This design comes from an exercise in tuning for a short achievable clock period and few clock cycles on the open sky130 flow, not from production work. In this exercise RTL edits were held to simulation tests only and were not proved equivalent to the original. Power figures rest on the tool's default switching activity, not on a simulated workload.

==> run Y <==
==> flow/design.v (excerpt) <==
module riscv_cpu(
	input  rst,
	input  clk,
	output reg [31:0] PC,
	output reg Inst_Req_Valid,
	input Inst_Req_Ack,
	input  [31:0] Instruction,
	input Inst_Valid,
	output reg Inst_Ack,
	output reg [31:0] Address,
	output reg MemWrite,
	output reg [31:0] Write_data,
	output reg [3:0] Write_strb,
	output reg MemRead,
	input Mem_Req_Ack,
	input  [31:0] Read_data,
	input Read_data_Valid,
	output reg Read_data_Ack
);
clock: 8.5 ns
lec_check: 0
cap_margin: 20
cell_pad_in_sites_detail_placement: 1
core_margin: 2
core_utilization: 30
place_density: 0.42
setup_slack_margin: 4.4
slew_margin: 20
tns_end_percent: 100
run.sh (not shown) runs the stock make flow with config.mk's settings and CLKGATE_MAP_FILE= SYNTH_SCRIPT=/design/flow/synth_recipe.tcl, a recipe that flattens the netlist after the stock synthesis.
==> run D (differences from run Y) <==
--- a/flow/design.v
+++ b/flow/design.v
@@ -14,18 +14,18 @@
 	output reg [3:0] Write_strb,
 	output reg MemRead,
 	input Mem_Req_Ack,
 	input  [31:0] Read_data,
 	input Read_data_Valid,
 	output reg Read_data_Ack
 );
-localparam CB     = 6;               
+localparam CB     = 5;               
 localparam CN     = 1 << CB;
 localparam TB     = 30 - CB;         
-localparam SAHEAD = 40;              
+localparam SAHEAD = 20;              
 reg [31:0] rf [1:31];
 reg        ifly;     
 reg [31:0] ra;       
 reg        sf;       
 reg        pa_v;     
 reg [4:0]  pa_rd;    
 reg [31:0] pa_val;   
Settings changed: CELL_PAD_IN_SITES_DETAIL_PLACEMENT 1 to 2, CORE_UTILIZATION 30 to 25, PLACE_DENSITY 0.42 to 0.38, SETUP_SLACK_MARGIN 4.4 to 4.3.
==> notes <==
Between run Y and run D, the lower cell count is in run D (gap about 22%, measured against run D).
In run Y the clock skew is higher than in run D, by 0.062 ns.
In register-to-register slack, run D and run Y hardly differ.
In run Y the wire length is higher than in run D, by 26%.
In run Y the sequential cell count is higher than in run D, by 2687.
Critical path depth: run D is higher than run Y (4).
Clock power: run D is lower than run Y (about 32%).
Run Y produced a clean layout. Run D reached the layout checks and failed them: capacitance limit, slew limit.
Against run D, the area after synthesis of run Y is higher by 48%.
Of run D and run Y, run Y has the higher worst setup slack (gap 0.10 ns).
Testbench counts of run Y, summed over its fixed seeds: cycles 35,084.
Testbench counts of run D, summed over its fixed seeds: cycles 36,388.

==> onyx <==
Another version of the RTL of riscv_cpu (not shown whole).
clock: 8.5 ns
lec_check: 0
cap_margin: 30
cell_pad_in_sites_detail_placement: 1
core_margin: 2
core_utilization: 33
place_density: 0.46
setup_slack_margin: 4.5
slew_margin: 30
tns_end_percent: 100
==> zinc (differences from onyx) <==
==> flow/config.mk (replaced) <==
export PLATFORM = sky130hd
export DESIGN_NAME = riscv_cpu
export DESIGN_NICKNAME = riscv_cpu
export VERILOG_FILES = /design/flow/design.v
export SDC_FILE = /design/flow/constraint.sdc
export NUM_CORES = 4
export LEC_CHECK = 0
export CAP_MARGIN = 20
export CELL_PAD_IN_SITES_DETAIL_PLACEMENT = 1
export CORE_MARGIN = 2
export CORE_UTILIZATION = 30
export PLACE_DENSITY = 0.42
export SETUP_SLACK_MARGIN = 4.4
export SLEW_MARGIN = 20
export TNS_END_PERCENT = 100
==> comparison table <==
Num CTS Buffers: onyx 799; zinc 808
Critical path required time: onyx 9.45 ns; zinc 9.58 ns
Worst-case clock skew: onyx 0.1154 ns; zinc 0.1627 ns
Critical-path maximum fanout: onyx 8; zinc 30
Sink of the worst hold path: onyx f2_pc[0]; zinc lr_off[1]
Leakage power total: onyx 119.8 nW; zinc 117.9 nW
Slowest stage cell on the critical path: onyx o311a_4; zinc nor2_4
Part of the power in the clock network: onyx 0.442; zinc 0.445
Final critical delay including setup and external delays: onyx 4.267 ns; zinc 4.383 ns
Post-CTS resize count: onyx 1072; zinc 832
Status: onyx complete, no violations; zinc complete, no violations
Measured slew at the worst slew-check pin: onyx 1.207 ns; zinc 1.364 ns
Non-clock buffer area fraction after layout: onyx 0.05294; zinc 0.04283
Estimated wirelength of the detail-placed design: onyx 831.1 mm; zinc 873.8 mm
Wire length the detailed router placed on met1: onyx 593.0 mm; zinc 626.7 mm
P_clk: onyx 35.0 mW; zinc 35.1 mW
Core outline area: onyx 961200 sq um; zinc 1058000 sq um
Combinational share of power: onyx 0.066; zinc 0.059
Pin count of the biggest net entering global routing: onyx 198; zinc 183
Met3 capacity usage during global routing: onyx 0.07458; zinc 0.05709
Buffers plus inverters on the worst setup path: onyx 8; zinc 2
Count of multi-input gates: onyx 12810; zinc 12810
Testbench counts of onyx, summed over its fixed seeds: cycles 34,947.
Testbench counts of zinc, summed over its fixed seeds: cycles 34,947.

static timing again, ports no longer ideal:
No port has a modelled driver above. Below, the same layouts with a new extraction and two added sets of constraints.
Step 1 assumes that a clkbuf_16 drives the clock port and a buf_2 every other input.
Step 2 times the ports against the registers' clock, not the clock port: input delays grow and output delays shrink by t, the midpoint of the rising clock arrivals with the driver on.
Three values: ideal ports, drivers, drivers and shift; two values: the first two.
| run | t, ns | setup WS [ns] | hold slack, ns | worst slew at a driven data input, ns | pins driven straight from the clock port |
|---|---|---|---|---|---|
| run Y | 1.335 | 4.163 / 4.067 / 2.733 | 0.287 / 0.287 / 0.287 | 0.45 | 1 |
| run D | 1.225 | 4.061 / 4.130 / 2.905 | 0.423 / 0.423 / 0.423 | 0.13 | 1 |
| onyx | 1.264 | 4.233 / 4.217 / 2.954 | 0.371 / 0.371 / 0.371 | 0.29 | 1 |
| zinc | 1.329 | 4.117 / 4.077 / 2.748 | 0.372 / 0.372 / 0.372 | 0.51 | 1 |
For run Y, which loses most, drivers alone change the setup slack by -0.096 ns; drivers and shift together by -1.430 ns.
